Source: an optimization exercise on an open RTL-to-GDS flow (aim: small area and a short achievable clock period). Production flows keep margins and buffers that such runs may drop.
Only simulation tests tie the RTL to the original design; equivalence was not proved.

$ cat flow/config.mk
export PLATFORM = sky130hd
export DESIGN_NAME = fpu
export DESIGN_NICKNAME = fpu
export VERILOG_FILES = /design/flow/design.v
export SDC_FILE = /design/flow/constraint.sdc
export NUM_CORES = 4
export LEC_CHECK = 0
export CAP_MARGIN = 20
export CORE_MARGIN = 2
export CORE_UTILIZATION = 40
export SLEW_MARGIN = 20
$ cat flow/constraint.sdc
create_clock -name core_clock -period 8.5 [get_ports {clk}]
set_input_delay 1.7000 -clock core_clock [delete_from_list [all_inputs] [get_ports {clk}]]
set_output_delay 1.7000 -clock core_clock [all_outputs]
set_load 0.01 [all_outputs]
$ cat flow/design.v
module fpu_lzc (
    input  wire [47:0] data_in,
    output reg  [5:0]  count        
);
    always @(*) begin
        casez (data_in)
            48'b1???????????????????????????????????????????????: count = 6'd0;
            48'b01??????????????????????????????????????????????: count = 6'd1;
            48'b001?????????????????????????????????????????????: count = 6'd2;
            48'b0001????????????????????????????????????????????: count = 6'd3;
            48'b00001???????????????????????????????????????????: count = 6'd4;
            48'b000001??????????????????????????????????????????: count = 6'd5;
            48'b0000001?????????????????????????????????????????: count = 6'd6;
            48'b00000001????????????????????????????????????????: count = 6'd7;
            48'b000000001???????????????????????????????????????: count = 6'd8;
            48'b0000000001??????????????????????????????????????: count = 6'd9;
            48'b00000000001?????????????????????????????????????: count = 6'd10;
            48'b000000000001????????????????????????????????????: count = 6'd11;
            48'b0000000000001???????????????????????????????????: count = 6'd12;
            48'b00000000000001??????????????????????????????????: count = 6'd13;
            48'b000000000000001?????????????????????????????????: count = 6'd14;
            48'b0000000000000001????????????????????????????????: count = 6'd15;
            48'b00000000000000001???????????????????????????????: count = 6'd16;
            48'b000000000000000001??????????????????????????????: count = 6'd17;
            48'b0000000000000000001?????????????????????????????: count = 6'd18;
            48'b00000000000000000001????????????????????????????: count = 6'd19;
            48'b000000000000000000001???????????????????????????: count = 6'd20;
            48'b0000000000000000000001??????????????????????????: count = 6'd21;
            48'b00000000000000000000001?????????????????????????: count = 6'd22;
            48'b000000000000000000000001????????????????????????: count = 6'd23;
            48'b0000000000000000000000001???????????????????????: count = 6'd24;
            48'b00000000000000000000000001??????????????????????: count = 6'd25;
            48'b000000000000000000000000001?????????????????????: count = 6'd26;
            48'b0000000000000000000000000001????????????????????: count = 6'd27;
            48'b00000000000000000000000000001???????????????????: count = 6'd28;
            48'b000000000000000000000000000001??????????????????: count = 6'd29;
            48'b0000000000000000000000000000001?????????????????: count = 6'd30;
            48'b00000000000000000000000000000001????????????????: count = 6'd31;
            48'b000000000000000000000000000000001???????????????: count = 6'd32;
            48'b0000000000000000000000000000000001??????????????: count = 6'd33;
            48'b00000000000000000000000000000000001?????????????: count = 6'd34;
            48'b000000000000000000000000000000000001????????????: count = 6'd35;
            48'b0000000000000000000000000000000000001???????????: count = 6'd36;
            48'b00000000000000000000000000000000000001??????????: count = 6'd37;
            48'b000000000000000000000000000000000000001?????????: count = 6'd38;
            48'b0000000000000000000000000000000000000001????????: count = 6'd39;
            48'b00000000000000000000000000000000000000001???????: count = 6'd40;
            48'b000000000000000000000000000000000000000001??????: count = 6'd41;
            48'b0000000000000000000000000000000000000000001?????: count = 6'd42;
            48'b00000000000000000000000000000000000000000001????: count = 6'd43;
            48'b000000000000000000000000000000000000000000001???: count = 6'd44;
            48'b0000000000000000000000000000000000000000000001??: count = 6'd45;
            48'b00000000000000000000000000000000000000000000001?: count = 6'd46;
            48'b000000000000000000000000000000000000000000000001: count = 6'd47;
            48'b000000000000000000000000000000000000000000000000: count = 6'd48;   
            default: count = 6'd0;
        endcase
    end
endmodule
module fpu_unpack (
    input  wire [31:0] ieee_in,
    output wire        sign,
    output wire [7:0]  exponent,
    output wire [23:0] significand,     
    output wire        is_zero,
    output wire        is_inf,
    output wire        is_nan,
    output wire        is_qnan,         
    output wire        is_snan,         
    output wire        is_subnormal
);
    assign sign     = ieee_in[31];
    assign exponent = ieee_in[30:23];
    wire [22:0] fraction = ieee_in[22:0];
    assign is_zero = (exponent == 8'd0) && (fraction == 23'd0);
    assign is_inf = (exponent == 8'd255) && (fraction == 23'd0);
    assign is_nan = (exponent == 8'd255) && (fraction != 23'd0);
    assign is_qnan = is_nan && fraction[22];
    assign is_snan = is_nan && ~fraction[22];
    assign is_subnormal = (exponent == 8'd0) && (fraction != 23'd0);
    assign significand = is_subnormal ? {1'b0, fraction} :
                         is_zero      ? 24'd0 :
                         is_nan       ? {1'b1, fraction} :
                         is_inf       ? 24'd0 :
                                        {1'b1, fraction};   
endmodule
module fpu_classify (
    input  wire [31:0] x_in,
    input  wire [31:0] y_in,
    input  wire [31:0] z_in,
    output wire        xs,
    output wire [7:0]  xe,
    output wire [23:0] xm,
    output wire        x_zero,
    output wire        x_inf,
    output wire        x_nan,
    output wire        x_qnan,
    output wire        x_snan,
    output wire        x_subnormal,
    output wire        ys,
    output wire [7:0]  ye,
    output wire [23:0] ym,
    output wire        y_zero,
    output wire        y_inf,
    output wire        y_nan,
    output wire        y_qnan,
    output wire        y_snan,
    output wire        y_subnormal,
    output wire        zs,
    output wire [7:0]  ze,
    output wire [23:0] zm,
    output wire        z_zero,
    output wire        z_inf,
    output wire        z_nan,
    output wire        z_qnan,
    output wire        z_snan,
    output wire        z_subnormal
);
    fpu_unpack unpack_x (
        .ieee_in     (x_in),
        .sign        (xs),
        .exponent    (xe),
        .significand (xm),
        .is_zero     (x_zero),
        .is_inf      (x_inf),
        .is_nan      (x_nan),
        .is_qnan     (x_qnan),
        .is_snan     (x_snan),
        .is_subnormal(x_subnormal)
    );
    fpu_unpack unpack_y (
        .ieee_in     (y_in),
        .sign        (ys),
        .exponent    (ye),
        .significand (ym),
        .is_zero     (y_zero),
        .is_inf      (y_inf),
        .is_nan      (y_nan),
        .is_qnan     (y_qnan),
        .is_snan     (y_snan),
        .is_subnormal(y_subnormal)
    );
    fpu_unpack unpack_z (
        .ieee_in     (z_in),
        .sign        (zs),
        .exponent    (ze),
        .significand (zm),
        .is_zero     (z_zero),
        .is_inf      (z_inf),
        .is_nan      (z_nan),
        .is_qnan     (z_qnan),
        .is_snan     (z_snan),
        .is_subnormal(z_subnormal)
    );
endmodule
module fpu_sign_logic (
    input  wire       xs,           
    input  wire       ys,           
    input  wire       zs,           
    input  wire [2:0] op_type,      
    output reg        prod_sign,    
    output reg        result_sign   
);
    localparam OP_ADD    = 3'b000;
    localparam OP_SUB    = 3'b001;
    localparam OP_MUL    = 3'b010;
    localparam OP_FMA    = 3'b011;   
    localparam OP_FMS    = 3'b100;   
    localparam OP_FNMADD = 3'b101;   
    localparam OP_FNMSUB = 3'b110;   
    always @(*) begin
        prod_sign = xs ^ ys;
    end
    always @(*) begin
        case (op_type)
            OP_ADD: begin
                result_sign = xs;   
            end
            OP_SUB: begin
                result_sign = xs;   
            end
            OP_MUL: begin
                result_sign = xs ^ ys;
            end
            OP_FMA: begin
                result_sign = prod_sign;   
            end
            OP_FMS: begin
                result_sign = prod_sign;   
            end
            OP_FNMADD: begin
                result_sign = ~prod_sign;   
            end
            OP_FNMSUB: begin
                result_sign = ~prod_sign;   
            end
            default: begin
                result_sign = 1'b0;
            end
        endcase
    end
endmodule
module fpu_multiplier (
    input  wire [23:0] multiplicand,   
    input  wire [23:0] multiplier,     
    output wire [47:0] product         
);
    assign product = multiplicand * multiplier;
endmodule
module fpu_addend_align (
    input  wire [47:0] product,          
    input  wire [8:0]  product_exp,      
    input  wire [23:0] addend,           
    input  wire [7:0]  addend_exp,       
    input  wire        addend_sign,      
    input  wire        prod_sign,        
    input  wire [2:0]  op_type,          
    output reg  [47:0] addend_aligned,   
    output reg  [8:0]  result_exp,       
    output reg         effective_sub,    
    output wire        sticky             
);
    localparam OP_ADD    = 3'b000;
    localparam OP_SUB    = 3'b001;
    localparam OP_MUL    = 3'b010;
    localparam OP_FMA    = 3'b011;
    localparam OP_FMS    = 3'b100;
    localparam OP_FNMADD = 3'b101;
    localparam OP_FNMSUB = 3'b110;
    wire signed [9:0] exp_diff;
    wire [8:0] abs_exp_diff;
    wire product_larger;
    assign exp_diff = $signed({1'b0, product_exp}) - $signed({1'b0, addend_exp});
    assign product_larger = (exp_diff >= 0);
    assign abs_exp_diff = product_larger ? exp_diff[8:0] : -exp_diff[8:0];
    always @(*) begin
        case (op_type)
            OP_ADD:    effective_sub = (addend_sign != prod_sign);
            OP_SUB:    effective_sub = (addend_sign == prod_sign);
            OP_FMA:    effective_sub = (addend_sign != prod_sign);
            OP_FMS:    effective_sub = (addend_sign == prod_sign);
            OP_FNMADD: effective_sub = (addend_sign == prod_sign);
            OP_FNMSUB: effective_sub = (addend_sign != prod_sign);
            default:   effective_sub = 1'b0;
        endcase
    end
    reg [71:0] extended_addend;   
    reg [71:0] shifted_addend;
    reg [71:0] sticky_bits;       
    always @(*) begin
        extended_addend = {addend, 48'd0};
        if (abs_exp_diff >= 9'd72) begin
            shifted_addend = 72'd0;
            sticky_bits = |addend;   
        end
        else begin
            shifted_addend = extended_addend >> abs_exp_diff;
            if (abs_exp_diff > 0) begin
                sticky_bits = extended_addend & ((72'd1 << abs_exp_diff) - 1);
            end
            else begin
                sticky_bits = 72'd0;
            end
        end
        addend_aligned = shifted_addend[71:24];
        result_exp = product_larger ? product_exp : {1'b0, addend_exp};
    end
    assign sticky = |sticky_bits;
endmodule
module fpu_adder (
    input  wire [47:0] operand_a,       
    input  wire [47:0] operand_b,       
    input  wire        effective_sub,   
    input  wire        sticky_in,       
    output reg  [48:0] sum,             
    output reg         result_sign,     
    output wire        guard,           
    output wire        round,           
    output wire        sticky           
);
    reg [48:0] extended_a;
    reg [48:0] extended_b;
    reg [48:0] raw_sum;
    always @(*) begin
        extended_a = {1'b0, operand_a};
        extended_b = {1'b0, operand_b};
        if (effective_sub) begin
            raw_sum = extended_a - extended_b;
            if (raw_sum[48]) begin   
                raw_sum = -raw_sum;
                result_sign = 1'b1;
            end
            else begin
                result_sign = 1'b0;
            end
        end
        else begin
            raw_sum = extended_a + extended_b;
            result_sign = 1'b0;   
        end
        sum = raw_sum;
    end
    assign guard = sum[2];
    assign round = sum[1];
    assign sticky = sum[0] | sticky_in;
endmodule
module fpu_lza (
    input  wire [47:0] operand_a,      
    input  wire [47:0] operand_b,      
    input  wire        cin,            
    input  wire        is_sub,         
    output wire [5:0]  lza_count,      
    output wire        lza_error       
);
    wire [47:0] p;    
    wire [47:0] g;    
    wire [47:0] k;    
    wire [47:0] pp1;   
    wire [47:0] gm1;   
    wire [47:0] km1;   
    wire [48:0] f;     
    assign p = operand_a ^ operand_b;
    assign g = operand_a & operand_b;
    assign k = ~operand_a & ~operand_b;
    assign pp1 = {is_sub, p[47:1]};
    assign gm1 = {g[46:0], cin};
    assign km1 = {k[46:0], ~cin};
    assign f[48] = ~is_sub & p[47];
    assign f[47:0] = (pp1 & (g & ~km1 | k & ~gm1)) |
                     (~pp1 & (k & ~km1 | g & ~gm1));
    wire        f_msb_is_one;
    wire [47:0] f_lower;
    wire [5:0]  lzc_lower;
    assign f_msb_is_one = f[48];
    assign f_lower = f[47:0];
    fpu_lzc lzc_inst (
        .data_in (f_lower),
        .count   (lzc_lower)
    );
    assign lza_count = f_msb_is_one ? 6'd0 : (lzc_lower + 6'd1);
    assign lza_error = 1'b0;   
endmodule
module fpu_norm_shift (
    input  wire [48:0] sum,             
    input  wire [5:0]  lza_count,       
    input  wire [8:0]  sum_exp,         
    input  wire        effective_sub,   
    output reg  [47:0] shifted_sum,     
    output reg  [8:0]  norm_exp,        
    output reg         overflow,        
    output reg         underflow        
);
    reg [5:0] shift_amount;
    reg shift_right;
    always @(*) begin
        if (sum[48]) begin
            shift_right = 1'b1;
            shift_amount = 6'd1;
        end
        else if (effective_sub && (lza_count > 0)) begin
            shift_right = 1'b0;
            shift_amount = lza_count;
        end
        else begin
            shift_right = 1'b0;
            shift_amount = 6'd0;
        end
    end
    always @(*) begin
        if (shift_right) begin
            shifted_sum = sum[48:1];   
            norm_exp = sum_exp + 9'd1;
        end
        else if (shift_amount > 0) begin
            if (shift_amount >= 6'd48) begin
                shifted_sum = 48'd0;
                norm_exp = 9'd0;
            end
            else begin
                shifted_sum = sum[47:0] << shift_amount;
                norm_exp = sum_exp - {3'd0, shift_amount};
            end
        end
        else begin
            shifted_sum = sum[47:0];
            norm_exp = sum_exp;
        end
    end
    always @(*) begin
        overflow = (norm_exp >= 9'd255);
        underflow = (norm_exp[8] == 1'b1) || (norm_exp == 9'd0);
    end
endmodule
module fpu_rounder (
    input  wire [47:0] mantissa,       
    input  wire [8:0]  exponent,       
    input  wire        sign,           
    input  wire        guard,          
    input  wire        round,          
    input  wire        sticky,         
    input  wire [2:0]  rm,             
    output reg  [22:0] mantissa_rounded,   
    output reg  [7:0]  exponent_rounded,   
    output wire        inexact,            
    output wire        overflow            
);
    localparam RNE = 3'b000;   
    localparam RTZ = 3'b001;   
    localparam RDN = 3'b010;   
    localparam RUP = 3'b011;   
    localparam RMM = 3'b100;   
    wire lsb = mantissa[24];   
    reg round_up;
    always @(*) begin
        case (rm)
            RNE: begin
                round_up = guard & (round | sticky | lsb);
            end
            RTZ: begin
                round_up = 1'b0;
            end
            RDN: begin
                round_up = sign & (guard | round | sticky);
            end
            RUP: begin
                round_up = ~sign & (guard | round | sticky);
            end
            RMM: begin
                round_up = guard;
            end
            default: begin
                round_up = 1'b0;
            end
        endcase
    end
    reg [24:0] mantissa_inc;   
    reg [23:0] mantissa_pre_round;
    always @(*) begin
        mantissa_pre_round = mantissa[47:24];
        mantissa_inc = 25'd0;
        if (round_up) begin
            mantissa_inc = {1'b0, mantissa_pre_round} + 25'd1;
            if (mantissa_inc[24]) begin
                mantissa_rounded = mantissa_inc[23:1];
                exponent_rounded = exponent[7:0] + 8'd1;
            end
            else begin
                mantissa_rounded = mantissa_inc[22:0];
                exponent_rounded = exponent[7:0];
            end
        end
        else begin
            mantissa_rounded = mantissa_pre_round[22:0];
            exponent_rounded = exponent[7:0];
        end
    end
    assign inexact = guard | round | sticky;
    assign overflow = (exponent_rounded == 8'd255);
endmodule
module fpu_pack (
    input  wire        sign,
    input  wire [7:0]  exponent,
    input  wire [22:0] mantissa,       
    output wire [31:0] ieee_out
);
    assign ieee_out = {sign, exponent, mantissa};
endmodule
module fpu_special_case (
    input  wire [31:0] normal_result,
    input  wire        normal_sign,
    input  wire        x_nan,
    input  wire        y_nan,
    input  wire        z_nan,
    input  wire        x_snan,
    input  wire        y_snan,
    input  wire        z_snan,
    input  wire        x_inf,
    input  wire        y_inf,
    input  wire        z_inf,
    input  wire        x_zero,
    input  wire        y_zero,
    input  wire        z_zero,
    input  wire        overflow,
    input  wire        underflow,
    input  wire        invalid_op,
    input  wire [2:0]  op_type,
    input  wire [2:0]  rm,             
    output reg  [31:0] result
);
    localparam QNAN_POS    = 32'h7FC00000;   
    localparam QNAN_NEG    = 32'hFFC00000;   
    localparam INF_POS     = 32'h7F800000;   
    localparam INF_NEG     = 32'hFF800000;   
    localparam ZERO_POS    = 32'h00000000;   
    localparam ZERO_NEG    = 32'h80000000;   
    localparam MAX_NORMAL  = 32'h7F7FFFFF;   
    localparam MIN_NORMAL  = 32'h00800000;   
    localparam OP_ADD    = 3'b000;
    localparam OP_SUB    = 3'b001;
    localparam OP_MUL    = 3'b010;
    localparam OP_FMA    = 3'b011;
    localparam OP_FMS    = 3'b100;
    localparam RNE = 3'b000;
    localparam RTZ = 3'b001;
    localparam RDN = 3'b010;
    localparam RUP = 3'b011;
    localparam RMM = 3'b100;
    always @(*) begin
        if (x_snan || y_snan || z_snan) begin
            result = QNAN_POS;
        end
        else if (x_nan) begin
            result = {1'b0, 8'hFF, 1'b1, 22'd0};   
        end
        else if (y_nan) begin
            result = {1'b0, 8'hFF, 1'b1, 22'd0};
        end
        else if (z_nan) begin
            result = {1'b0, 8'hFF, 1'b1, 22'd0};
        end
        else if (invalid_op) begin
            result = QNAN_POS;
        end
        else if (x_inf || y_inf || z_inf) begin
            case (op_type)
                OP_MUL: begin
                    if (x_zero || y_zero)
                        result = QNAN_POS;   
                    else
                        result = normal_sign ? INF_NEG : INF_POS;
                end
                OP_ADD, OP_SUB: begin
                    if (x_inf && y_inf && (x_nan != y_nan))
                        result = QNAN_POS;   
                    else
                        result = normal_sign ? INF_NEG : INF_POS;
                end
                OP_FMA, OP_FMS: begin
                    if ((x_zero && y_inf) || (x_inf && y_zero))
                        result = QNAN_POS;   
                    else
                        result = normal_sign ? INF_NEG : INF_POS;
                end
                default: result = normal_sign ? INF_NEG : INF_POS;
            endcase
        end
        else if (overflow) begin
            case (rm)
                RTZ: result = normal_sign ? {1'b1, MAX_NORMAL[30:0]} : MAX_NORMAL;
                RDN: result = normal_sign ? INF_NEG : MAX_NORMAL;
                RUP: result = normal_sign ? {1'b1, MAX_NORMAL[30:0]} : INF_POS;
                default: result = normal_sign ? INF_NEG : INF_POS;   
            endcase
        end
        else if (underflow) begin
            result = normal_sign ? ZERO_NEG : ZERO_POS;
        end
        else begin
            result = normal_result;
        end
    end
endmodule
module fpu_exception_flags (
    input  wire        result_overflow,
    input  wire        result_underflow,
    input  wire        result_inexact,
    input  wire        result_invalid,
    input  wire        x_nan,
    input  wire        y_nan,
    input  wire        z_nan,
    input  wire        x_snan,
    input  wire        y_snan,
    input  wire        z_snan,
    input  wire        x_inf,
    input  wire        y_inf,
    input  wire        z_inf,
    input  wire        x_zero,
    input  wire        y_zero,
    input  wire        z_zero,
    input  wire [2:0]  op_type,   
    output reg  [4:0]  flags      
);
    localparam NV = 4;   
    localparam DZ = 3;   
    localparam OF = 2;   
    localparam UF = 1;   
    localparam NX = 0;   
    localparam OP_ADD = 3'b000;
    localparam OP_SUB = 3'b001;
    localparam OP_MUL = 3'b010;
    localparam OP_FMA = 3'b011;
    localparam OP_FMS = 3'b100;
    reg invalid_op;
    always @(*) begin
        invalid_op = 1'b0;
        if (x_snan || y_snan || z_snan)
            invalid_op = 1'b1;
        case (op_type)
            OP_ADD, OP_SUB: begin
                if (x_inf && y_inf)
                    invalid_op = 1'b1;
            end
            OP_MUL: begin
                if ((x_zero && y_inf) || (x_inf && y_zero))
                    invalid_op = 1'b1;
            end
            OP_FMA, OP_FMS: begin
                if ((x_zero && y_inf) || (x_inf && y_zero))
                    invalid_op = 1'b1;
            end
            default: invalid_op = 1'b0;
        endcase
        if (result_invalid)
            invalid_op = 1'b1;
    end
    always @(*) begin
        flags = 5'b00000;
        flags[NV] = invalid_op;
        flags[DZ] = 1'b0;
        flags[OF] = result_overflow;
        flags[UF] = result_underflow;
        flags[NX] = result_inexact || result_overflow || result_underflow;
    end
endmodule
module fpu_fma (
    input  wire        clk,
    input  wire        rst_n,
    input  wire [31:0] x_in,           
    input  wire [31:0] y_in,           
    input  wire [31:0] z_in,           
    input  wire [2:0]  op_type,        
    input  wire [2:0]  rm,             
    input  wire        start,          
    output reg  [31:0] result,
    output reg  [4:0]  flags,          
    output reg         valid           
);
    localparam OP_ADD    = 3'b000;
    localparam OP_SUB    = 3'b001;
    localparam OP_MUL    = 3'b010;
    localparam OP_FMA    = 3'b011;
    localparam OP_FMS    = 3'b100;
    localparam OP_FNMADD = 3'b101;
    localparam OP_FNMSUB = 3'b110;
    reg [31:0] x_s1, y_s1, z_s1;
    reg [2:0]  op_s1, rm_s1;
    reg        valid_s1;
    wire       xs, ys, zs;
    wire [7:0] xe, ye, ze;
    wire [23:0] xm, ym, zm;
    wire x_zero, y_zero, z_zero;
    wire x_inf, y_inf, z_inf;
    wire x_nan, y_nan, z_nan;
    wire x_qnan, y_qnan, z_qnan;
    wire x_snan, y_snan, z_snan;
    wire x_subnormal, y_subnormal, z_subnormal;
    fpu_classify classify (
        .x_in(x_s1), .y_in(y_s1), .z_in(z_s1),
        .xs(xs), .xe(xe), .xm(xm),
        .x_zero(x_zero), .x_inf(x_inf), .x_nan(x_nan),
        .x_qnan(x_qnan), .x_snan(x_snan), .x_subnormal(x_subnormal),
        .ys(ys), .ye(ye), .ym(ym),
        .y_zero(y_zero), .y_inf(y_inf), .y_nan(y_nan),
        .y_qnan(y_qnan), .y_snan(y_snan), .y_subnormal(y_subnormal),
        .zs(zs), .ze(ze), .zm(zm),
        .z_zero(z_zero), .z_inf(z_inf), .z_nan(z_nan),
        .z_qnan(z_qnan), .z_snan(z_snan), .z_subnormal(z_subnormal)
    );
    wire prod_sign_s1, result_sign_s1;
    fpu_sign_logic sign_logic (
        .xs(xs), .ys(ys), .zs(zs),
        .op_type(op_s1),
        .prod_sign(prod_sign_s1),
        .result_sign(result_sign_s1)
    );
    always @(posedge clk or negedge rst_n) begin
        if (!rst_n) begin
            x_s1 <= 32'd0;
            y_s1 <= 32'd0;
            z_s1 <= 32'd0;
            op_s1 <= 3'd0;
            rm_s1 <= 3'd0;
            valid_s1 <= 1'b0;
        end else begin
            x_s1 <= x_in;
            y_s1 <= y_in;
            z_s1 <= z_in;
            op_s1 <= op_type;
            rm_s1 <= rm;
            valid_s1 <= start;
        end
    end
    reg [47:0] product_s2;
    reg [8:0]  prod_exp_s2;
    reg        prod_sign_s2, result_sign_s2;
    reg [23:0] zm_s2;
    reg [7:0]  ze_s2;
    reg        zs_s2;
    reg [2:0]  op_s2, rm_s2;
    reg        valid_s2;
    reg x_zero_s2, y_zero_s2, z_zero_s2;
    reg x_inf_s2, y_inf_s2, z_inf_s2;
    reg x_nan_s2, y_nan_s2, z_nan_s2;
    reg x_snan_s2, y_snan_s2, z_snan_s2;
    wire [47:0] mult_product;
    fpu_multiplier mult (
        .multiplicand(xm),
        .multiplier(ym),
        .product(mult_product)
    );
    always @(posedge clk or negedge rst_n) begin
        if (!rst_n) begin
            product_s2 <= 48'd0;
            prod_exp_s2 <= 9'd0;
            prod_sign_s2 <= 1'b0;
            result_sign_s2 <= 1'b0;
            zm_s2 <= 24'd0;
            ze_s2 <= 8'd0;
            zs_s2 <= 1'b0;
            op_s2 <= 3'd0;
            rm_s2 <= 3'd0;
            valid_s2 <= 1'b0;
            x_zero_s2 <= 1'b0; y_zero_s2 <= 1'b0; z_zero_s2 <= 1'b0;
            x_inf_s2 <= 1'b0; y_inf_s2 <= 1'b0; z_inf_s2 <= 1'b0;
            x_nan_s2 <= 1'b0; y_nan_s2 <= 1'b0; z_nan_s2 <= 1'b0;
            x_snan_s2 <= 1'b0; y_snan_s2 <= 1'b0; z_snan_s2 <= 1'b0;
        end else begin
            product_s2 <= mult_product;
            prod_exp_s2 <= {1'b0, xe} + {1'b0, ye} - 9'd127;
            prod_sign_s2 <= prod_sign_s1;
            result_sign_s2 <= result_sign_s1;
            zm_s2 <= zm;
            ze_s2 <= ze;
            zs_s2 <= zs;
            op_s2 <= op_s1;
            rm_s2 <= rm_s1;
            valid_s2 <= valid_s1;
            x_zero_s2 <= x_zero; y_zero_s2 <= y_zero; z_zero_s2 <= z_zero;
            x_inf_s2 <= x_inf; y_inf_s2 <= y_inf; z_inf_s2 <= z_inf;
            x_nan_s2 <= x_nan; y_nan_s2 <= y_nan; z_nan_s2 <= z_nan;
            x_snan_s2 <= x_snan; y_snan_s2 <= y_snan; z_snan_s2 <= z_snan;
        end
    end
    reg [47:0] product_s3;
    reg [47:0] addend_aligned_s3;
    reg [8:0]  result_exp_s3;
    reg        effective_sub_s3;
    reg        sticky_s3;
    reg        prod_sign_s3, result_sign_s3;
    reg [2:0]  op_s3, rm_s3;
    reg        valid_s3;
    reg x_zero_s3, y_zero_s3, z_zero_s3;
    reg x_inf_s3, y_inf_s3, z_inf_s3;
    reg x_nan_s3, y_nan_s3, z_nan_s3;
    reg x_snan_s3, y_snan_s3, z_snan_s3;
    wire [47:0] aligned_addend;
    wire [8:0]  align_exp;
    wire        eff_sub;
    wire        align_sticky;
    fpu_addend_align aligner (
        .product(product_s2),
        .product_exp(prod_exp_s2),
        .addend(zm_s2),
        .addend_exp(ze_s2),
        .addend_sign(zs_s2),
        .prod_sign(prod_sign_s2),
        .op_type(op_s2),
        .addend_aligned(aligned_addend),
        .result_exp(align_exp),
        .effective_sub(eff_sub),
        .sticky(align_sticky)
    );
    always @(posedge clk or negedge rst_n) begin
        if (!rst_n) begin
            product_s3 <= 48'd0;
            addend_aligned_s3 <= 48'd0;
            result_exp_s3 <= 9'd0;
            effective_sub_s3 <= 1'b0;
            sticky_s3 <= 1'b0;
            prod_sign_s3 <= 1'b0;
            result_sign_s3 <= 1'b0;
            op_s3 <= 3'd0;
            rm_s3 <= 3'd0;
            valid_s3 <= 1'b0;
            x_zero_s3 <= 1'b0; y_zero_s3 <= 1'b0; z_zero_s3 <= 1'b0;
            x_inf_s3 <= 1'b0; y_inf_s3 <= 1'b0; z_inf_s3 <= 1'b0;
            x_nan_s3 <= 1'b0; y_nan_s3 <= 1'b0; z_nan_s3 <= 1'b0;
            x_snan_s3 <= 1'b0; y_snan_s3 <= 1'b0; z_snan_s3 <= 1'b0;
        end else begin
            product_s3 <= product_s2;
            addend_aligned_s3 <= aligned_addend;
            result_exp_s3 <= align_exp;
            effective_sub_s3 <= eff_sub;
            sticky_s3 <= align_sticky;
            prod_sign_s3 <= prod_sign_s2;
            result_sign_s3 <= result_sign_s2;
            op_s3 <= op_s2;
            rm_s3 <= rm_s2;
            valid_s3 <= valid_s2;
            x_zero_s3 <= x_zero_s2; y_zero_s3 <= y_zero_s2; z_zero_s3 <= z_zero_s2;
            x_inf_s3 <= x_inf_s2; y_inf_s3 <= y_inf_s2; z_inf_s3 <= z_inf_s2;
            x_nan_s3 <= x_nan_s2; y_nan_s3 <= y_nan_s2; z_nan_s3 <= z_nan_s2;
            x_snan_s3 <= x_snan_s2; y_snan_s3 <= y_snan_s2; z_snan_s3 <= z_snan_s2;
        end
    end
    reg [48:0] sum_s4;
    reg [5:0]  lza_count_s4;
    reg [8:0]  result_exp_s4;
    reg        sum_sign_s4;
    reg        guard_s4, round_s4, sticky_s4;
    reg        effective_sub_s4;
    reg [2:0]  rm_s4;
    reg        valid_s4;
    reg x_zero_s4, y_zero_s4, z_zero_s4;
    reg x_inf_s4, y_inf_s4, z_inf_s4;
    reg x_nan_s4, y_nan_s4, z_nan_s4;
    reg x_snan_s4, y_snan_s4, z_snan_s4;
    wire [48:0] adder_sum;
    wire        adder_sign;
    wire        g_bit, r_bit, s_bit;
    fpu_adder adder (
        .operand_a(product_s3),
        .operand_b(addend_aligned_s3),
        .effective_sub(effective_sub_s3),
        .sticky_in(sticky_s3),
        .sum(adder_sum),
        .result_sign(adder_sign),
        .guard(g_bit),
        .round(r_bit),
        .sticky(s_bit)
    );
    wire [5:0] lza_pred;
    fpu_lza lza (
        .operand_a(product_s3),
        .operand_b(addend_aligned_s3),
        .cin(effective_sub_s3),
        .is_sub(effective_sub_s3),
        .lza_count(lza_pred),
        .lza_error()
    );
    always @(posedge clk or negedge rst_n) begin
        if (!rst_n) begin
            sum_s4 <= 49'd0;
            lza_count_s4 <= 6'd0;
            result_exp_s4 <= 9'd0;
            sum_sign_s4 <= 1'b0;
            guard_s4 <= 1'b0;
            round_s4 <= 1'b0;
            sticky_s4 <= 1'b0;
            effective_sub_s4 <= 1'b0;
            rm_s4 <= 3'd0;
            valid_s4 <= 1'b0;
            x_zero_s4 <= 1'b0; y_zero_s4 <= 1'b0; z_zero_s4 <= 1'b0;
            x_inf_s4 <= 1'b0; y_inf_s4 <= 1'b0; z_inf_s4 <= 1'b0;
            x_nan_s4 <= 1'b0; y_nan_s4 <= 1'b0; z_nan_s4 <= 1'b0;
            x_snan_s4 <= 1'b0; y_snan_s4 <= 1'b0; z_snan_s4 <= 1'b0;
        end else begin
            sum_s4 <= adder_sum;
            lza_count_s4 <= lza_pred;
            result_exp_s4 <= result_exp_s3;
            sum_sign_s4 <= ((op_s3 == 3'b000) || (op_s3 == 3'b001)) ? adder_sign : (adder_sign ^ result_sign_s3);
            guard_s4 <= g_bit;
            round_s4 <= r_bit;
            sticky_s4 <= s_bit;
            effective_sub_s4 <= effective_sub_s3;
            rm_s4 <= rm_s3;
            valid_s4 <= valid_s3;
            x_zero_s4 <= x_zero_s3; y_zero_s4 <= y_zero_s3; z_zero_s4 <= z_zero_s3;
            x_inf_s4 <= x_inf_s3; y_inf_s4 <= y_inf_s3; z_inf_s4 <= z_inf_s3;
            x_nan_s4 <= x_nan_s3; y_nan_s4 <= y_nan_s3; z_nan_s4 <= z_nan_s3;
            x_snan_s4 <= x_snan_s3; y_snan_s4 <= y_snan_s3; z_snan_s4 <= z_snan_s3;
        end
    end
    reg [47:0] norm_sum_s5;
    reg [8:0]  norm_exp_s5;
    reg        norm_sign_s5;
    reg        overflow_s5, underflow_s5;
    reg        guard_s5, round_s5, sticky_s5;
    reg [2:0]  rm_s5;
    reg        valid_s5;
    reg x_zero_s5, y_zero_s5, z_zero_s5;
    reg x_inf_s5, y_inf_s5, z_inf_s5;
    reg x_nan_s5, y_nan_s5, z_nan_s5;
    reg x_snan_s5, y_snan_s5, z_snan_s5;
    wire [47:0] shifted_sum;
    wire [8:0]  shifted_exp;
    wire        of_flag, uf_flag;
    fpu_norm_shift normalizer (
        .sum(sum_s4),
        .lza_count(lza_count_s4),
        .sum_exp(result_exp_s4),
        .effective_sub(effective_sub_s4),
        .shifted_sum(shifted_sum),
        .norm_exp(shifted_exp),
        .overflow(of_flag),
        .underflow(uf_flag)
    );
    always @(posedge clk or negedge rst_n) begin
        if (!rst_n) begin
            norm_sum_s5 <= 48'd0;
            norm_exp_s5 <= 9'd0;
            norm_sign_s5 <= 1'b0;
            overflow_s5 <= 1'b0;
            underflow_s5 <= 1'b0;
            guard_s5 <= 1'b0;
            round_s5 <= 1'b0;
            sticky_s5 <= 1'b0;
            rm_s5 <= 3'd0;
            valid_s5 <= 1'b0;
            x_zero_s5 <= 1'b0; y_zero_s5 <= 1'b0; z_zero_s5 <= 1'b0;
            x_inf_s5 <= 1'b0; y_inf_s5 <= 1'b0; z_inf_s5 <= 1'b0;
            x_nan_s5 <= 1'b0; y_nan_s5 <= 1'b0; z_nan_s5 <= 1'b0;
            x_snan_s5 <= 1'b0; y_snan_s5 <= 1'b0; z_snan_s5 <= 1'b0;
        end else begin
            norm_sum_s5 <= shifted_sum;
            norm_exp_s5 <= shifted_exp;
            norm_sign_s5 <= sum_sign_s4;
            overflow_s5 <= of_flag;
            underflow_s5 <= uf_flag;
            guard_s5 <= guard_s4;
            round_s5 <= round_s4;
            sticky_s5 <= sticky_s4;
            rm_s5 <= rm_s4;
            valid_s5 <= valid_s4;
            x_zero_s5 <= x_zero_s4; y_zero_s5 <= y_zero_s4; z_zero_s5 <= z_zero_s4;
            x_inf_s5 <= x_inf_s4; y_inf_s5 <= y_inf_s4; z_inf_s5 <= z_inf_s4;
            x_nan_s5 <= x_nan_s4; y_nan_s5 <= y_nan_s4; z_nan_s5 <= z_nan_s4;
            x_snan_s5 <= x_snan_s4; y_snan_s5 <= y_snan_s4; z_snan_s5 <= z_snan_s4;
        end
    end
    wire [22:0] rounded_mantissa;
    wire [7:0]  rounded_exp;
    wire        inexact_flag, overflow_flag;
    fpu_rounder rounder (
        .mantissa(norm_sum_s5),
        .exponent(norm_exp_s5),
        .sign(norm_sign_s5),
        .guard(guard_s5),
        .round(round_s5),
        .sticky(sticky_s5),
        .rm(rm_s5),
        .mantissa_rounded(rounded_mantissa),
        .exponent_rounded(rounded_exp),
        .inexact(inexact_flag),
        .overflow(overflow_flag)
    );
    wire [31:0] packed_result;
    fpu_pack packer (
        .sign(norm_sign_s5),
        .exponent(rounded_exp),
        .mantissa(rounded_mantissa),
        .ieee_out(packed_result)
    );
    wire [31:0] final_result;
    fpu_special_case special (
        .normal_result(packed_result),
        .normal_sign(norm_sign_s5),
        .x_nan(x_nan_s5), .y_nan(y_nan_s5), .z_nan(z_nan_s5),
        .x_snan(x_snan_s5), .y_snan(y_snan_s5), .z_snan(z_snan_s5),
        .x_inf(x_inf_s5), .y_inf(y_inf_s5), .z_inf(z_inf_s5),
        .x_zero(x_zero_s5), .y_zero(y_zero_s5), .z_zero(z_zero_s5),
        .overflow(overflow_s5 | overflow_flag),
        .underflow(underflow_s5),
        .invalid_op(1'b0),   
        .op_type(3'b0),
        .rm(rm_s5),
        .result(final_result)
    );
    wire [4:0] exception_flags;
    fpu_exception_flags exc_flags (
        .result_overflow(overflow_s5 | overflow_flag),
        .result_underflow(underflow_s5),
        .result_inexact(inexact_flag),
        .result_invalid(1'b0),
        .x_nan(x_nan_s5), .y_nan(y_nan_s5), .z_nan(z_nan_s5),
        .x_snan(x_snan_s5), .y_snan(y_snan_s5), .z_snan(z_snan_s5),
        .x_inf(x_inf_s5), .y_inf(y_inf_s5), .z_inf(z_inf_s5),
        .x_zero(x_zero_s5), .y_zero(y_zero_s5), .z_zero(z_zero_s5),
        .op_type(3'b0),
        .flags(exception_flags)
    );
    always @(posedge clk or negedge rst_n) begin
        if (!rst_n) begin
            result <= 32'd0;
            flags <= 5'd0;
            valid <= 1'b0;
        end else begin
            result <= final_result;
            flags <= exception_flags;
            valid <= valid_s5;
        end
    end
endmodule
module fpu (
    input  wire        clk,
    input  wire        rst_n,
    input  wire [31:0] rs1_data,       
    input  wire [31:0] rs2_data,       
    input  wire [31:0] rs3_data,       
    input  wire [6:0]  funct7,         
    input  wire [2:0]  funct3,         
    input  wire        fp_op,          
    input  wire [2:0]  frm,            
    output wire [31:0] result,
    output wire [4:0]  flags,          
    output wire        ready,          
    output wire [2:0]  latency         
);
    wire [4:0] fp_opcode = funct7[6:2];
    wire [1:0] fma_variant = funct7[1:0];
    localparam FP_ADD     = 5'b00000;
    localparam FP_SUB     = 5'b00001;
    localparam FP_MUL     = 5'b00010;
    localparam FP_MADD    = 5'b10000;   
    wire is_add    = (fp_opcode == FP_ADD);
    wire is_sub    = (fp_opcode == FP_SUB);
    wire is_mul    = (fp_opcode == FP_MUL);
    wire is_fmadd  = (fp_opcode == FP_MADD) && (fma_variant == 2'b00);
    wire is_fmsub  = (fp_opcode == FP_MADD) && (fma_variant == 2'b01);
    wire is_fnmadd = (fp_opcode == FP_MADD) && (fma_variant == 2'b10);
    wire is_fnmsub = (fp_opcode == FP_MADD) && (fma_variant == 2'b11);
    reg [2:0] op_type;
    localparam OP_ADD    = 3'b000;
    localparam OP_SUB    = 3'b001;
    localparam OP_MUL    = 3'b010;
    localparam OP_FMA    = 3'b011;
    localparam OP_FMS    = 3'b100;
    localparam OP_FNMADD = 3'b101;
    localparam OP_FNMSUB = 3'b110;
    always @(*) begin
        if (is_add)         op_type = OP_ADD;
        else if (is_sub)    op_type = OP_SUB;
        else if (is_mul)    op_type = OP_MUL;
        else if (is_fmadd)  op_type = OP_FMA;
        else if (is_fmsub)  op_type = OP_FMS;
        else if (is_fnmadd) op_type = OP_FNMADD;
        else if (is_fnmsub) op_type = OP_FNMSUB;
        else                op_type = OP_ADD;   
    end
    wire [2:0] rounding_mode;
    assign rounding_mode = (funct3 == 3'b111) ? frm : funct3;
    wire [31:0] x_operand;
    wire [31:0] y_operand;
    wire [31:0] z_operand;
    wire [31:0] one_point_zero = 32'h3F800000;   
    assign x_operand = (is_add | is_sub) ? one_point_zero : rs1_data;
    assign y_operand = (is_add | is_sub) ? rs1_data : rs2_data;
    assign z_operand = (is_add | is_sub) ? rs2_data :
                       (is_fmadd | is_fmsub | is_fnmadd | is_fnmsub) ? rs3_data :
                       32'h00000000;   
    wire [31:0] fma_result;
    wire [4:0]  fma_flags;
    wire        fma_valid;
    fpu_fma fma_unit (
        .clk      (clk),
        .rst_n    (rst_n),
        .x_in     (x_operand),
        .y_in     (y_operand),
        .z_in     (z_operand),
        .op_type  (op_type),
        .rm       (rounding_mode),
        .start    (fp_op),
        .result   (fma_result),
        .flags    (fma_flags),
        .valid    (fma_valid)
    );
    assign result = fma_result;
    assign flags  = fma_flags;
    assign ready  = fma_valid;
    assign latency = (is_add | is_sub) ? 3'd4 :
                     (is_mul)          ? 3'd5 :
                                         3'd6;
endmodule
$ cat flow/run.sh
#!/bin/bash
# synth_recipe.tcl (not shown) runs the flow's synth.tcl, then flattens the netlist and writes it again
# the make line also repeats each setting of config.mk as NAME=value (left out here)
make -C /OpenROAD-flow-scripts/flow DESIGN_CONFIG=/design/flow/config.mk WORK_HOME=/design/flow/orfs CLKGATE_MAP_FILE= SYNTH_SCRIPT=/design/flow/synth_recipe.tcl finish
==> reports/qor.yml <==
worst_pin_slew_ns: 1.180
io_pins: 153
multi_input_area_um2: 34230
critPathArrivalTime_ns: 8.70
final_area_um2: 56010
wirelength_mm: 154.0
clk-insertion-delay-late_ns: 0.65
grt_pass1_vias: 40770
postPlaceCellArea_um2: 54050
fillers: 12200
viasPerCell: 5.553
synth-seq-cells: 502
antenna_found_initial: 2
synth_cell_type_count: 107
hold_path.class: "register to register"
clkSinkCount: 502
cts-root-buf: "clkbuf_16"
rsz0062_at_grt: "no"
gr-total-overflow: 0
grt_pass1_wl_mm: 239.9
routabilityCongestion: 0.9339
finalHoldViolations: 0
die_w_um: 360.0
first_pass_iters: 8
run_status: "finished clean"
coreArea_um2: 125700
slowest_delay_ns: 0.57
slowest_stage: "fa_1"
drt_iter0_drc: 2954
startpoint_type: "register"
grt_start_max_net_pins: 143
setup_viol: 0
seq_area_frac_synth_pct: 24.78
postSynthCellCount: 5598
synth_nets: 6552
drc_errors: 0
synthFlopType: "dfrtp_1"
fin_cells: 7310
syn_to_final_growth_pct: 10.50
synth_edf_count: 0
maxCapViolCount: 0
syn_area_um2: 50690
layout_common_cells: "inv_1 (770), nand2_1 (545), dfrtp_1 (500)"
numPlacedInstances: 7211
yosys_warnings: 10
post-route-period-util_pct: 95.77
vias: 40590
antenna_left: 0
dieArea_um2: 129600
fmax_ghz: 0.1228
layout_commonest_cell: "inv_1"
timing.hold.ws_ns: 0.3390
synthArstFlopShare_pct: 100.0
crit_type: "register to register"
design.final.nets: 6571
cts_buffers: 53
avgSynthCellArea_um2: 9.055
timing.final.crit_period_ns: 8.141
path_clk_slew_ns: 0.07
dp_hpwl_mm: 122.0
num_rows: 130
regArea_um2: 12560
die_h_um: 360.0
cts_tree: "built"
htreeDepth: 2
avgRoutedWirePerCell_um: 21.07
cts_max_path_buffers: 3
floorplan.initialDensity_pct: 40.31
portBuffers: 150
slew_headroom_pct: 20.63
drive_above_1_share_pct: 5.868
grtUsageTotal_pct: 23.61
skew_ns: 0.02363
cpMostUsedCell: "fa_1"
cp_max_fo: 10
worst_setup_path_end_kind: "register"
slew_violations: 0
required_ns: 9.06
critical path: cells and delay by family (launching register included):
kind | cells | cell delay (ns)
xor gates and xnor gates | 1 | 0.16
and+or+nand+nor | 6 | 1.46
buffers and inverters | 4 | 0.57
AOI/OAI and AO/OA | 9 | 1.86
adders and majority gates | 8 | 3.63
DFF | 1 | 0.38
cell families after synthesis:
kind of cell    Yosys count  synth area share [%]
simple gates           1665                 16.47
fa+ha+maj               842                 28.00
flops                   502                 24.78
buf+inv                1070                 8.008
other cells               2               0.01482
compound gates         1073                 14.29
xor+xnor                193                 3.335
mux                     251                 5.092
registers in the layout, indices dropped and copies added (netlist names), 3 cells and up:
signal / cells
fma_unit.sum_s4: 49
fma_unit.addend_aligned_s3: 48
fma_unit.product_s2: 48
fma_unit.product_s3: 48
fma_unit.result: 32
fma_unit.x_s1: 32
fma_unit.y_s1: 32
fma_unit.z_s1: 32
fma_unit.norm_sum_s5: 24
fma_unit.zm_s2: 24
fma_unit.prod_exp_s2: 9
fma_unit.result_exp_s3: 9
fma_unit.result_exp_s4: 9
fma_unit.norm_exp_s5: 8
fma_unit.ze_s2: 8
fma_unit.lza_count_s4: 6
fma_unit.flags: 4
fma_unit.op_s1: 3
fma_unit.op_s2: 3
fma_unit.rm_s1: 3
fma_unit.rm_s2: 3
fma_unit.rm_s3: 3
fma_unit.rm_s4: 3
fma_unit.rm_s5: 3
synth_stat cells, drive strengths merged (53+ instances only):
cell,n,area share [%]
and2,325,4.0
a31oi,53,0.65
a21oi,265,2.6
nor3,86,0.88
fa,487,19
inv,772,5.7
xor2,58,1.0
nor2,279,2.1
nand2,545,4.0
dfrtp,502,25
clkbuf,253,1.9
nor4,66,0.90
o21ai,198,2.0
nor2b,55,0.68
a21o,54,0.80
ha,355,8.8
mux2i,205,4.0
xnor2,135,2.3
nand3,92,0.93
final cells by class:
cell class	count	share of cell area [%]
Antenna cell	2	0.008936
Clock buffer	68	2.611
Clock inverter	28	0.7819
Inverter	779	5.221
Multi-Input combinational cell	4026	61.12
Sequential cell	502	22.43
Tap cell	1650	3.686
Timing Repair Buffer	255	4.142
path summary, 6_finish.rpt:
kind / cells after the start / slack [ns] / to / start
max in group asynchronous: 3 / 5.68 / fma_unit.y_s1[1] / rst_n
setup reg to reg: 28 / 0.36 / fma_unit.product_s2[43] / fma_unit.x_s1[5]
hold / removal: 0 / 0.34 / fma_unit.result_exp_s4[6] / fma_unit.result_exp_s3[6]
setup / recovery: 28 / 0.36 / fma_unit.product_s2[43] / fma_unit.x_s1[5]
min in group asynchronous: 1 / 1.00 / fma_unit.result[2] / rst_n
hold reg to reg: 0 / 0.34 / fma_unit.result_exp_s4[6] / fma_unit.result_exp_s3[6]
layer usage:
layer / vias up / track usage (%) / part of all wire [%]
met3: 267 / 3.614 / 5.9
met5: - / 0 / 0
met1: 20350 / 31.88 / 44
met2: 1229 / 38.30 / 46
li1: 18750 / - / -
met4: 0 / 8.774 / 4.2
metrics by stage:
step,worst slack [ns],TNS (ns),util (%)
finish,0.3595,0,44.55
CTS,0.005321,0,44.51
global route,0.01284,0,44.54
global placement,0.01235,0,42.99
detailed placement,-0.09366,-0.1341,42.99
floorplan,0.7253,0,-
what timing repair did:
item                       in CTS  in global routing
setup buffers                   0                  1
hold buffers                    0                  0
setup endpoints to repair       2                  4
resized for setup               1                  5
pin swaps                       0                  2

-- static timing again, ports no longer ideal --
How much do the figures lean on ideal ports? The routed layout below was timed once more, with nothing changed but the port constraints. Step 1 sets driving cells, clkbuf_16 on the clock port and buf_2 on the other inputs (assumed; they add their load-dependent delay and slew). Step 2 also shifts input and output timing later by t, the mid clock arrival at the registers, as if the neighbouring blocks saw the same clock. Slacks: no drivers / after step 1 / after step 2; pairs: no drivers / after step 1.
t, ns: 0.717
setup slack, ns: 0.359 / 0.359 / 0.359
worst hold slack (ns): 0.339 / 0.339 / 0.339
After both steps this run still meets setup and hold. For this run, drivers alone change the setup slack by 0.000 ns; drivers and shift together by 0.000 ns.
